Context: an optimization exercise on an open-source flow, tuned for small area, a short achievable clock period and few clock cycles. The choices shown serve that exercise and are no tape-out recipe. No functional check of the RTL was part of any run shown here. Power and IR drop assume default switching activity.

==> design/flow/design.v <==
module y86_pipe(input wire clk,
	input wire rst,
	output wire [63:0] imem_addr,
	input wire [79:0] imem_data,
	output wire [63:0] dmem_addr,
	output wire [63:0] dmem_wdata,
	output wire dmem_wen,
	input wire [63:0] dmem_rdata,
	output wire [1:0] stat);
	reg [9:0] pc;           
	reg pc_bad;             
	reg [2:0] cc;           
	reg [1:0] stop_stat;    
	reg [63:0] rf [0:14];
	reg [10:0] ras0, ras1;  
	reg e_v;                
	reg [1:0] e_fstat;      
	reg [1:0] e_alu;        
	reg [1:0] e_ofm;        
	reg e_setcc;
	reg e_cmov;
	reg [3:0] e_ifun;
	reg e_rd, e_wr;         
	reg e_aB;               
	reg e_ret;
	reg [3:0] e_wdst;       
	reg e_wM;
	reg e_rspE;             
	reg [63:0] e_opA, e_opB, e_data;
	wire [63:0] opAx = (e_alu == 2'd1) ? ~e_opA : e_opA;
	wire [63:0] sum = e_opB + opAx + {63'd0, e_alu == 2'd1};
	wire [63:0] valE = (e_alu == 2'd2) ? (e_opB & e_opA) :
		(e_alu == 2'd3) ? (e_opB ^ e_opA) : sum;
	wire zf = cc[2], sf = cc[1], of = cc[0];
	wire e_cnd =
		(e_ifun == 4'h0) |
		(e_ifun == 4'h1 & ((sf ^ of) | zf)) |
		(e_ifun == 4'h2 & (sf ^ of)) |
		(e_ifun == 4'h3 & zf) |
		(e_ifun == 4'h4 & ~zf) |
		(e_ifun == 4'h5 & ~(sf ^ of)) |
		(e_ifun == 4'h6 & (~(sf ^ of) & ~zf));
	wire [2:0] nw_cc = {valE == 64'd0, valE[63],
		(e_ofm == 2'd1 && e_opA[63] == e_opB[63] && sum[63] != e_opB[63]) ||
		(e_ofm == 2'd2 && e_opA[63] != e_opB[63] && sum[63] != e_opB[63])};
	wire [10:0] sum10 = {1'b0, e_opB[9:0]} + {1'b0, opAx[9:0]} + {10'd0, e_alu == 2'd1};
	wire [53:0] hx = e_opB[63:10] ^ opAx[63:10];
	wire [53:0] ho = e_opB[63:10] | opAx[63:10];
	wire hi_zero = (&(hx[53:1] ~^ ho[52:0])) & (hx[0] == sum10[10]);
	wire [9:0] maddr = e_aB ? e_opB[9:0] : sum10[9:0];
	wire hi_bad = e_aB ? (e_opB[63:10] != 54'd0) : ~hi_zero;
	wire merr = (e_rd | e_wr) & (hi_bad | (maddr[9:3] == 7'h7f && maddr[2:0] != 3'd0));
	wire [1:0] e_code = (e_fstat != 2'd0) ? e_fstat : merr ? 2'd2 : 2'd0;
	wire stopping = e_v & (e_code != 2'd0);
	assign dmem_addr = {54'd0, maddr};
	assign dmem_wdata = e_data;
	assign dmem_wen = e_v & e_wr & ~merr;
	assign stat = stop_stat | (e_v ? e_code : 2'd0);
	wire [63:0] w = e_wM ? dmem_rdata : valE;
	wire wen = e_v & (~e_cmov | e_cnd);
	wire [3:0] wdst = wen ? e_wdst : 4'hf;
	wire rspE = e_v & e_rspE;
	always @(posedge clk) begin
		if (wdst != 4'hf && wdst != 4'd4)
			rf[wdst] <= w;
		if (wdst == 4'd4)
			rf[4] <= w;
		else if (rspE)
			rf[4] <= valE;
	end
	always @(posedge clk) begin
		if (rst)
			cc <= 3'b100;
		else if (e_v & e_setcc)
			cc <= nw_cc;
	end
	wire [3:0] icode = imem_data[7:4];
	wire [3:0] ifun = imem_data[3:0];
	wire [3:0] rA = imem_data[15:12];
	wire [3:0] rB = imem_data[11:8];
	wire i_halt = icode == 4'h0;
	wire i_cmov = icode == 4'h2;
	wire i_irmov = icode == 4'h3;
	wire i_rmmov = icode == 4'h4;
	wire i_mrmov = icode == 4'h5;
	wire i_op = icode == 4'h6;
	wire i_jxx = icode == 4'h7;
	wire i_call = icode == 4'h8;
	wire i_ret = icode == 4'h9;
	wire i_push = icode == 4'hA;
	wire i_pop = icode == 4'hB;
	wire i_bad = icode > 4'hb;
	wire need_reg = i_cmov | i_irmov | i_rmmov | i_mrmov | i_op | i_push | i_pop;
	wire need_valC = i_irmov | i_rmmov | i_mrmov | i_jxx | i_call;
	wire [63:0] valC = need_reg ? imem_data[79:16] : imem_data[71:8];
	wire [10:0] valP = {1'b0, pc} + {7'd0, need_valC, 1'b0, need_reg, ~need_reg};
	wire [1:0] d_fstat = pc_bad ? 2'd2 : i_bad ? 2'd3 : i_halt ? 2'd1 : 2'd0;
	function [63:0] rdreg(input [3:0] r);
		case (r)
			4'd0: rdreg = rf[0];
			4'd1: rdreg = rf[1];
			4'd2: rdreg = rf[2];
			4'd3: rdreg = rf[3];
			4'd4: rdreg = rf[4];
			4'd5: rdreg = rf[5];
			4'd6: rdreg = rf[6];
			4'd7: rdreg = rf[7];
			4'd8: rdreg = rf[8];
			4'd9: rdreg = rf[9];
			4'd10: rdreg = rf[10];
			4'd11: rdreg = rf[11];
			4'd12: rdreg = rf[12];
			4'd13: rdreg = rf[13];
			4'd14: rdreg = rf[14];
			default: rdreg = 64'd0;
		endcase
	endfunction
	wire [63:0] rdA = (rA != 4'hf && rA == wdst) ? w : (rA == 4'd4 && rspE) ? valE : rdreg(rA);
	wire [63:0] rdB = (rB != 4'hf && rB == wdst) ? w : (rB == 4'd4 && rspE) ? valE : rdreg(rB);
	wire [63:0] rsp = (wdst == 4'd4) ? w : rspE ? valE : rf[4];
	wire [2:0] ccf = (e_v & e_setcc) ? nw_cc : cc;
	wire d_cnd =
		(ifun == 4'h0) |
		(ifun == 4'h1 & ((ccf[1] ^ ccf[0]) | ccf[2])) |
		(ifun == 4'h2 & (ccf[1] ^ ccf[0])) |
		(ifun == 4'h3 & ccf[2]) |
		(ifun == 4'h4 & ~ccf[2]) |
		(ifun == 4'h5 & ~(ccf[1] ^ ccf[0])) |
		(ifun == 4'h6 & (~(ccf[1] ^ ccf[0]) & ~ccf[2]));
	wire ok = ~pc_bad;
	wire stk = i_push | i_pop | i_call | i_ret;
	wire e_miss = e_v & e_ret & ((dmem_rdata[63:10] != 54'd0) | (dmem_rdata[9:0] != pc) | pc_bad);
	wire d_real = ~e_miss;
	always @(posedge clk) begin
		if (rst) begin
			pc <= 10'd0;
			pc_bad <= 1'b0;
		end else if (e_miss) begin
			pc <= dmem_rdata[9:0];
			pc_bad <= dmem_rdata[63:10] != 54'd0;
		end else if ((i_jxx & d_cnd) | i_call) begin
			pc <= valC[9:0];
			pc_bad <= valC[63:10] != 54'd0;
		end else if (i_ret) begin
			pc <= ras0[9:0];
			pc_bad <= ras0[10];
		end else begin
			pc <= valP[9:0];
			pc_bad <= valP[10];
		end
	end
	always @(posedge clk) begin
		if (d_real & ok & i_call) begin
			ras0 <= valP;
			ras1 <= ras0;
		end else if (d_real & ok & i_ret) begin
			ras0 <= ras1;
		end
	end
	always @(posedge clk) begin
		if (rst)
			stop_stat <= 2'd0;
		else
			stop_stat <= stat;
	end
	always @(posedge clk) begin
		e_v <= ~rst & ~stopping & (stop_stat == 2'd0) & d_real;
		e_fstat <= d_fstat;
		e_alu <= (ok & i_op & ifun == 4'd1) ? 2'd1 :
			(ok & i_op & ifun == 4'd2) ? 2'd2 :
			(ok & i_op & ifun == 4'd3) ? 2'd3 : 2'd0;
		e_ofm <= (ok & i_op & ifun == 4'd0) ? 2'd1 : (ok & i_op & ifun == 4'd1) ? 2'd2 : 2'd0;
		e_setcc <= ok & i_op;
		e_cmov <= i_cmov;
		e_ifun <= ifun;
		e_rd <= ok & (i_mrmov | i_pop | i_ret);
		e_wr <= ok & (i_rmmov | i_push | i_call);
		e_aB <= i_pop | i_ret;
		e_ret <= ok & i_ret;
		e_wdst <= ~ok ? 4'hf : (i_cmov | i_irmov | i_op) ? rB : (i_mrmov | i_pop) ? rA : 4'hf;
		e_wM <= i_mrmov | i_pop;
		e_rspE <= ok & stk;
		e_opA <= (i_cmov | i_op) ? rdA :
			(i_irmov | i_rmmov | i_mrmov) ? valC :
			(i_push | i_call) ? -64'd8 :
			(i_pop | i_ret) ? 64'd8 : 64'd0;
		e_opB <= (i_op | i_rmmov | i_mrmov) ? rdB : stk ? rsp : 64'd0;
		e_data <= i_call ? {53'd0, valP} : rdA;
	end
	assign imem_addr = {54'd0, pc};
endmodule
==> design/flow/run.sh <==
#!/bin/bash
# synth_recipe.tcl (not shown) runs the flow's synth.tcl, then flattens the netlist and writes it again
# the make line also repeats each setting of config.mk as NAME=value (left out here)
make -C /OpenROAD-flow-scripts/flow DESIGN_CONFIG=/design/flow/config.mk WORK_HOME=/design/flow/orfs CLKGATE_MAP_FILE= SYNTH_SCRIPT=/design/flow/synth_recipe.tcl finish
==> design/flow/config.mk <==
export PLATFORM = sky130hd
export DESIGN_NAME = y86_pipe
export DESIGN_NICKNAME = y86_pipe
export VERILOG_FILES = /design/flow/design.v
export SDC_FILE = /design/flow/constraint.sdc
export NUM_CORES = 4
export LEC_CHECK = 0
export ABC_CLOCK_PERIOD_IN_PS = 4000
export CAP_MARGIN = 20
export CORE_MARGIN = 2
export CORE_UTILIZATION = 40
export PLACE_DENSITY = 0.6
export SETUP_SLACK_MARGIN = 5
export SLEW_MARGIN = 20
==> design/flow/constraint.sdc <==
create_clock -name core_clock -period 9.0 [get_ports {clk}]
set_input_delay 1.8000 -clock core_clock [delete_from_list [all_inputs] [get_ports {clk}]]
set_output_delay 1.8000 -clock core_clock [all_outputs]
set_load 0.01 [all_outputs]
==> results.py, run 1 <==
metrics = {
    "run_status": {
        "status": "timing/DRC/antenna clean",
    },
    "timing": {
        "setup_viol": 0,
        "fmax_ghz": 0.158,
        "hold_viol_final": 0,
        "finClkSkew_ps": 22.2,
        "min_period_ps": 6350,
        "max-slew-margin-rel_pct": 19.3,
        "final_max_slew_viol_count": 0,
        "rsz0062_at_grt": "yes",
        "setup_tns_ps": 0,
        "finalCritPeriodShare_pct": 70.5,
        "worstMarginPinSlew_ps": 1180,
        "fin_hold_ws_ps": 459,
    },
    "synth": {
        "synth_top_cell_area_share_pct": 46.0,
        "syn_inst": 5929,
        "synth_edf_count": 982,
        "syn_area_um2": 64100,
        "synth_most_common_cell": "edfxtp_1",
        "ys_async_sr_fraction_pct": 0,
        "yosysTopAreaCell": "edfxtp_1",
        "synth-seq-cells": 1213,
        "ys_warn_count": 1,
        "ys_seq_area_share_pct": 53.2,
        "synth-main-ff-cell": "edfxtp_1",
        "synth_common_cells": "edfxtp_1 (982), a22oi_1 (662), o21ai_0 (433)",
        "syn_avg_cell_area_um2": 10.8,
        "ys_types": 99,
        "synth.area.top_cells": "edfxtp_1 (46%), a22oi_1 (7.8%), dfxtp_1 (7.2%), ha_1 (3.6%), o21ai_0 (3.4%)",
    },
    "floorplanning": {
        "core_um2": 159000,
        "initial_core_util_pct": 40.4,
        "die_area_um2": 163000,
        "die_h_um": 404,
        "die_w_um": 404,
        "io_pins": 341,
        "rows": 146,
    },
    "worst_setup_path": {
        "arrival_ps": 4550,
        "slowest_stage": "nor4_4",
        "cp.required_ps": 7200,
        "crit_type": "reg2out",
        "crit_fanout": 10,
        "cp_cell_sequence": "nand2b_4 > buf_12 > buf_4 > xnor2_2 > inv_1 > ha_4 > xnor2_2 > nor4_1 > nand4_1 > nor4_4 > a41oi_4 > a21oi_4 > o31ai_2 > a21oi_1 > inv_1 > buf_6",
        "cp_slowest_stage_delay_ps": 540,
        "cp-start-kind": "register",
        "end_kind": "output pin",
    },
    "routing": {
        "drc": 0,
        "wl_um": 334000,
        "wire_per_inst_um": 38.3,
        "firstDrtPassIters": 14,
        "ant_nets": 0,
        "drt_iter0_drc": 12366,
        "vias_per_cell": 7.12,
        "vias": 62166,
    },
    "grt": {
        "track_usage_pct": 39.1,
        "grt_pass1_wl_um": 451000,
        "antenna_found_initial": 21,
        "grt_pass1_vias": 57898,
        "grt-ovfl-total": 0,
        "grt_max_degree": 85,
    },
    "cts": {
        "holdBufCountCts": 0,
        "clkTransAtPathRegs_ps": 60,
        "clkLatencyLatePin_ps": 810,
        "cts_buffers": 131,
        "tritoncts": "done",
        "h-tree-depth": 4,
        "cts-root-buf": "clkbuf_16",
        "clock_path_buffers": 3,
        "cts.sinks": 1213,
    },
    "place": {
        "dp_cells": 7952,
        "hpwl_um": 203000,
        "gp_congestion": 1.07,
        "portBuffers": 232,
    },
    "min_path": {
        "hold_class": "reg2reg",
    },
    "cells_and_area": {
        "areaGrowthSynthToFinish_pct": 32.8,
        "multi_input_area_um2": 33100,
        "regArea_um2": 34100,
        "nNetsFinal": 6881,
        "drive_gt1_share_pct": 26.5,
        "finish.utilization_pct": 53.6,
        "stdcell_count": 8736,
        "nFillCells": 13422,
    },
    "power_and_ir_drop": {
        "pwr_density_cell_nw_per_um2": 195,
        "leakagePower_nw": 29.7,
        "power.total_mw": 16.6,
        "peakVddDrop_v": 0.000227,
    },
    "job": {
        "drv_cap": 0,
    },
}
==> per-stage QoR <==
stage                     worst slack, ps  cell area [um^2]
final                                2650             85100
after global routing                 2660             85100
after CTS                            2850             81500
after detailed placement             1560             69500
after global placement               1530             69500
after floorplan                      4120             65200
==> per-layer routing <==
metal  global-route usage, %  part of all wire (%)
met4                    27.0                   8.5
met5                       0                 0.047
met1                    48.4                    34
met2                    55.7                    41
met3                    15.7                    16
==> layout by cell type (no fill, tap or decap), types with 51 or more instances in the layout <==
cell	netlist	final
edfxtp_1	982	982
a22oi_1	662	660
buf_4	108	377
nand2_1	360	322
nor2_1	347	271
dfxtp_1	231	226
o21ai_0	433	214
clkdlybuf4s50_1	0	201
buf_6	1	192
nand3_1	182	175
a21oi_1	241	160
nand4_1	157	157
clkbuf_16	0	139
inv_1	147	134
a222oi_1	129	129
ha_1	183	126
o211ai_1	120	120
conb_1	1	108
a22o_1	102	102
buf_12	0	98
o21ai_1	29	94
o21ai_2	0	86
mux2i_1	82	71
a221oi_1	78	70
o21ai_4	0	68
nor2_4	0	62
xnor2_1	113	51
==> worst max-delay path: cells and delay by family, from the launching register on <==
kind	cells	cell delay (ps)
XOR/XNOR	2	320
adder cells (fa/ha/maj)	1	360
flip-flops	1	360
buffers and inverters	5	630
AND/OR/NAND/NOR	4	1250
AO/OA/AOI/OAI	4	800
==> timing repair <==
| item | in CTS | in global routing |
|---|---|---|
| pin swaps | 196 | 190 |
| buffers inserted | 344 | 161 |
| gates cloned | 24 | 7 |
| setup endpoints to repair | 1852 | 1123 |
| resized for setup | 1058 | 481 |
==> worst paths after layout <==
kind | startpoint | to | slack [ps] | depth (start not counted)
setup / recovery | e_alu[1]$_SDFF_PP0_ | stat[1] | 2650 | 16
hold / removal | ras0[6]$_DFFE_PP_ | ras1[6]$_DFFE_PP_ | 460 | 0
setup reg to reg | e_alu[1]$_SDFF_PP0_ | e_v$_DFF_P_ | 2810 | 38
hold reg to reg | ras0[6]$_DFFE_PP_ | ras1[6]$_DFFE_PP_ | 460 | 0
==> power by group <==
| group | total, mW | switching [mW] | internal [mW] | leakage [nW] |
|---|---|---|---|---|
| clock | 5.47 | 2.44 | 3.03 | 2.05 |
| sequential | 6.68 | 0.208 | 6.47 | 10.9 |
| combinational | 4.44 | 2.64 | 1.81 | 16.8 |
==> layout make-up <==
| class | count | area share, % |
|---|---|---|
| Multi-Input combinational cell | 4109 | 38.9 |
| Clock inverter | 82 | 0.990 |
| Tap cell | 2072 | 3.05 |
| Inverter | 148 | 0.662 |
| Sequential cell | 1213 | 40.1 |
| Timing Repair Buffer | 947 | 12.2 |
| Antenna cell | 12 | 0.0353 |
| Clock buffer | 153 | 4.00 |
==> flip-flops by register name (all words and copies together), names as in the netlist, 2 cells and up <==
register,count
e_opA,64
ras0,11
e_fstat,2
pc,10
e_opB,64
ras1,11
e_wdst,4
e_data,64
e_ofm,2
e_ifun,4
e_alu,2
rf,960
cc,3
stop_stat,2
==> cell families (layout without fill, tap and decap cells) <==
group / Yosys count / count (layout) / share of synthesized area [%]
AOI/OAI and AO/OA: 2113 / 2115 / 23.2
buffers and inverters: 721 / 1330 / 4.92
and+or+nand+nor: 1405 / 1410 / 10.7
xor gates and xnor gates: 158 / 158 / 2.16
muxes: 133 / 133 / 2.18
other: 1 / 120 / 0.00585
adders and majority gates: 185 / 185 / 3.64
DFF: 1213 / 1213 / 53.2
==> inputs of run 2 (changes only) <==
--- a/design/flow/design.v
+++ b/design/flow/design.v
@@ -21,7 +21,8 @@
 	reg e_cmov;
 	reg [3:0] e_ifun;
 	reg e_rd, e_wr;         
-	reg e_aB;               
+	reg [9:0] e_maddr;      
+	reg e_merr;             
 	reg e_ret;
 	reg [3:0] e_wdst;       
 	reg e_wM;
@@ -43,16 +44,10 @@
 	wire [2:0] nw_cc = {valE == 64'd0, valE[63],
 		(e_ofm == 2'd1 && e_opA[63] == e_opB[63] && sum[63] != e_opB[63]) ||
 		(e_ofm == 2'd2 && e_opA[63] != e_opB[63] && sum[63] != e_opB[63])};
-	wire [10:0] sum10 = {1'b0, e_opB[9:0]} + {1'b0, opAx[9:0]} + {10'd0, e_alu == 2'd1};
-	wire [53:0] hx = e_opB[63:10] ^ opAx[63:10];
-	wire [53:0] ho = e_opB[63:10] | opAx[63:10];
-	wire hi_zero = (&(hx[53:1] ~^ ho[52:0])) & (hx[0] == sum10[10]);
-	wire [9:0] maddr = e_aB ? e_opB[9:0] : sum10[9:0];
-	wire hi_bad = e_aB ? (e_opB[63:10] != 54'd0) : ~hi_zero;
-	wire merr = (e_rd | e_wr) & (hi_bad | (maddr[9:3] == 7'h7f && maddr[2:0] != 3'd0));
+	wire merr = e_merr;
 	wire [1:0] e_code = (e_fstat != 2'd0) ? e_fstat : merr ? 2'd2 : 2'd0;
 	wire stopping = e_v & (e_code != 2'd0);
-	assign dmem_addr = {54'd0, maddr};
+	assign dmem_addr = {54'd0, e_maddr};
 	assign dmem_wdata = e_data;
 	assign dmem_wen = e_v & e_wr & ~merr;
 	assign stat = stop_stat | (e_v ? e_code : 2'd0);
@@ -163,6 +158,14 @@
 		else
 			stop_stat <= stat;
 	end
+	wire [63:0] d_opB = (i_op | i_rmmov | i_mrmov) ? rdB : stk ? rsp : 64'd0;
+	wire [63:0] d_disp = (i_rmmov | i_mrmov) ? valC : (i_push | i_call) ? -64'd8 : 64'd0;
+	wire [10:0] sum10 = {1'b0, d_opB[9:0]} + {1'b0, d_disp[9:0]};
+	wire [53:0] hx = d_opB[63:10] ^ d_disp[63:10];
+	wire [53:0] ho = d_opB[63:10] | d_disp[63:10];
+	wire hi_zero = (&(hx[53:1] ~^ ho[52:0])) & (hx[0] == sum10[10]);
+	wire [9:0] d_maddr = sum10[9:0];
+	wire d_merr = ~hi_zero | (d_maddr[9:3] == 7'h7f && d_maddr[2:0] != 3'd0);
 	always @(posedge clk) begin
 		e_v <= ~rst & ~stopping & (stop_stat == 2'd0) & d_real;
 		e_fstat <= d_fstat;
@@ -175,7 +178,8 @@
 		e_ifun <= ifun;
 		e_rd <= ok & (i_mrmov | i_pop | i_ret);
 		e_wr <= ok & (i_rmmov | i_push | i_call);
-		e_aB <= i_pop | i_ret;
+		e_maddr <= d_maddr;
+		e_merr <= ok & (i_rmmov | i_mrmov | stk) & d_merr;
 		e_ret <= ok & i_ret;
 		e_wdst <= ~ok ? 4'hf : (i_cmov | i_irmov | i_op) ? rB : (i_mrmov | i_pop) ? rA : 4'hf;
 		e_wM <= i_mrmov | i_pop;
@@ -184,7 +188,7 @@
 			(i_irmov | i_rmmov | i_mrmov) ? valC :
 			(i_push | i_call) ? -64'd8 :
 			(i_pop | i_ret) ? 64'd8 : 64'd0;
-		e_opB <= (i_op | i_rmmov | i_mrmov) ? rdB : stk ? rsp : 64'd0;
+		e_opB <= d_opB;
 		e_data <= i_call ? {53'd0, valP} : rdA;
 	end
 	assign imem_addr = {54'd0, pc};
==> results.py, run 2 <==
metrics = {
    "floorplanning": {
        "die_w_um": 407,
        "die_h_um": 407,
        "rows": 147,
        "core_um2": 161000,
        "initial_core_util_pct": 40.4,
        "die_area_um2": 166000,
        "io_pins": 341,
    },
    "worst_setup_path": {
        "crit_type": "reg2reg",
        "cp-start-kind": "register",
        "cp.required_ps": 9670,
        "crit_fanout": 8,
        "end_kind": "register",
        "arrival_ps": 6790,
    },
    "timing": {
        "max-slew-margin-rel_pct": 23.3,
        "setup_tns_ps": 0,
        "rsz0062_at_grt": "yes",
        "finalCritPeriodShare_pct": 67.9,
        "finClkSkew_ps": 33.7,
        "fmax_ghz": 0.164,
        "setup_ws_ps": 2890,
        "worstMarginPinSlew_ps": 1150,
        "setup_viol": 0,
        "final_max_slew_viol_count": 0,
        "hold_viol_final": 0,
        "min_period_ps": 6110,
    },
    "grt": {
        "antenna_found_initial": 12,
        "grt-ovfl-total": 0,
        "grt_pass1_vias": 60897,
        "grt_pass1_wl_um": 475000,
        "grt_max_degree": 112,
        "track_usage_pct": 40.4,
    },
    "routing": {
        "dr_wl_met3_um": 60700,
        "ant_nets": 0,
        "firstDrtPassIters": 22,
        "drt_iter0_drc": 14876,
        "vias_per_cell": 7.18,
        "vias": 66426,
        "dr.max_layer_used": "met5",
        "met1_length_um": 117000,
        "wl_um": 363000,
        "drc": 0,
        "met2_length_um": 147000,
        "wire_per_inst_um": 39.3,
    },
    "cts": {
        "cts-root-buf": "clkbuf_16",
        "clock_path_buffers": 3,
        "clkLatencyLatePin_ps": 810,
        "tritoncts": "done",
        "cts.sinks": 1222,
        "holdBufCountCts": 0,
        "clkTransAtPathRegs_ps": 60,
        "cts_buffers": 131,
        "h-tree-depth": 4,
    },
    "synth": {
        "synth_most_common_cell": "edfxtp_1",
        "synth-main-ff-cell": "edfxtp_1",
        "ys_types": 96,
        "ys_seq_area_share_pct": 52.7,
        "synth_edf_count": 982,
        "ys_async_sr_fraction_pct": 0,
        "synth-seq-cells": 1222,
        "synth.area.top_cells": "edfxtp_1 (45%), dfxtp_1 (7.4%), a22oi_1 (7.1%), ha_1 (3.9%), a21oi_1 (3.1%)",
        "syn_inst": 6026,
        "syn_area_um2": 65000,
        "syn_avg_cell_area_um2": 10.8,
        "synth_top_cell_area_share_pct": 45.3,
        "ys_warn_count": 1,
        "yosysTopAreaCell": "edfxtp_1",
        "synth_common_cells": "edfxtp_1 (982), a22oi_1 (615), nor2_1 (472)",
    },
    "cells_and_area": {
        "layout_commonest_cell": "edfxtp_1",
        "nNetsFinal": 7334,
        "drive_gt1_share_pct": 31.2,
        "areaGrowthSynthToFinish_pct": 39.7,
        "final_cell_mix": "edfxtp_1 (982), a22oi_1 (610), buf_4 (528), nor2_1 (345), buf_6 (303)",
        "top_register": "rf",
        "largest_reg_flops": 960,
    },
    "power_and_ir_drop": {
        "leakagePower_nw": 32.6,
        "power.total_mw": 17.3,
        "pwr_density_cell_nw_per_um2": 191,
        "peakVddDrop_v": 0.000219,
    },
    "place": {
        "dp_slack_ps": 995,
        "portBuffers": 232,
        "gp_congestion": 1.13,
        "hpwl_um": 214000,
    },
    "min_path": {
        "hold_class": "reg2reg",
    },
    "run_status": {
        "status": "timing/DRC/antenna clean",
    },
    "job": {
        "drv_cap": 0,
    },
}
-- run 2: changes by cell type after synthesis, moves of 59 or more --
cell      previous run  this run
a21oi_1            241       400
mux2i_1             82       148
nor2_1             347       472
o211ai_1           120        40
o21ai_0            433       256
o221ai_1             7        66
o22ai_1             43       120
-- run 2: through the flow --
| step | hold WS, ps | std cells | utilization (%) | instance area (um^2) |
|---|---|---|---|---|
| final | 441 | 9253 | 56.4 | 90800 |
| after global routing | 453 | 9248 | 56.4 | 90800 |
| after CTS | 437 | 8954 | 52.7 | 84900 |
| after detailed placement | 438 | 8219 | 44.1 | 71000 |
| after global placement | 430 | 8219 | 44.1 | 71000 |
| after floorplan | 421 | 6133 | - | 66100 |
-- run 2: layout make-up --
type                    instances  area (um^2)
diodes                          7         17.5
clock buffers                 165         3610
clock inverters                70          668
fillers                     12992        70100
inverters                     119          478
multi-input cells            4221        34700
flip-flops and latches       1222        34300
well taps                    2160         2700
repair buffers               1289        14400
-- run 2: cells by family after synthesis --
kind of cell / share of synthesized area, %
compound gates: 22.8
other cells: 0.00577
xor+xnor: 2.45
flops: 52.7
simple gates: 10.3
mux: 3.01
buf+inv: 4.74
fa+ha+maj: 3.98
-- run 2: timing repair --
item / in CTS / in global routing
endpoints found under the setup margin: 1318 / 1293
resized for setup: 1121 / 741
buffers inserted: 472 / 253
endpoints found under the hold margin: 0 / 0
pin swaps: 195 / 254
gates cloned: 28 / 39
-- run 2: worst paths after layout --
path | slack [ps] | from | to | cells past startpoint
setup reg to reg | 2890 | e_alu[1]$_SDFF_PP0_ | e_merr$_DFF_P_ | 26
hold / removal | 440 | ras0[5]$_DFFE_PP_ | ras1[5]$_DFFE_PP_ | 0
hold reg to reg | 440 | ras0[5]$_DFFE_PP_ | ras1[5]$_DFFE_PP_ | 0
setup / recovery | 2890 | e_alu[1]$_SDFF_PP0_ | e_merr$_DFF_P_ | 26
-- run 2: per-layer routing --
layer  GRT usage [%]  up-vias
met5               0        -
met4            32.3       14
met3            16.1     2076
met2            58.0     7137
met1            47.8    31645
li1                -    25554
-- run 2: worst max-delay path, cell delays in order (launching register included) --
cell and delay (ps):
dfxtp_4 370, nand2b_4 210, buf_16 210, buf_16 180
xnor2_4 130, ha_4 310, nand4_1 240, buf_4 230
buf_6 130, nor2_4 80, a22oi_2 100, o211a_4 210
o211ai_1 340, xor2_1 220, mux2i_1 90, buf_4 180
mux2_4 340, clkinvlp_4 100, o21ai_2 60, o21a_4 260
ha_4 280, xor2_2 140, nand4_1 520, nor4_2 340
nand4_1 260, a311oi_2 310, a21oi_1 90
-- run 2: report_power, final --
part | switching [mW] | internal [mW]
logic | 3.01 | 2.00
clock network | 2.43 | 3.14
registers | 0.165 | 6.55

[port drivers added, routing unchanged]
No port has a modelled driver above. Below, the same layouts with a new extraction and two added sets of constraints.
Step 1 assumes that a clkbuf_16 drives the clock port and a buf_2 every other input.
Step 2 moves the port delays by t, midway between the first and last clock arrival at a register: inputs arrive t later, outputs are due t later. That takes back most of the time a late clock gives input paths.
Three values: ideal, step 1, step 2; two values: the first two.
| run | t, ns | setup slack, ns | hold slack, ns | worst setup path after step 2 | slew at the worst register clock pin (ns) |
|---|---|---|---|---|---|
| run 1 | 0.883 | 2.651 / 2.562 / 2.814 | 0.459 / 0.459 / 0.459 | register to register | 0.08 / 0.08 |
| run 2 | 0.872 | 2.886 / 2.886 / 2.647 | 0.441 / 0.441 / 0.441 | input to register | 0.07 / 0.07 |
After both steps every run listed still meets setup and hold. The setup slack of run 2, which loses most, moves by 0.000 ns with the drivers and by -0.239 ns with both steps.
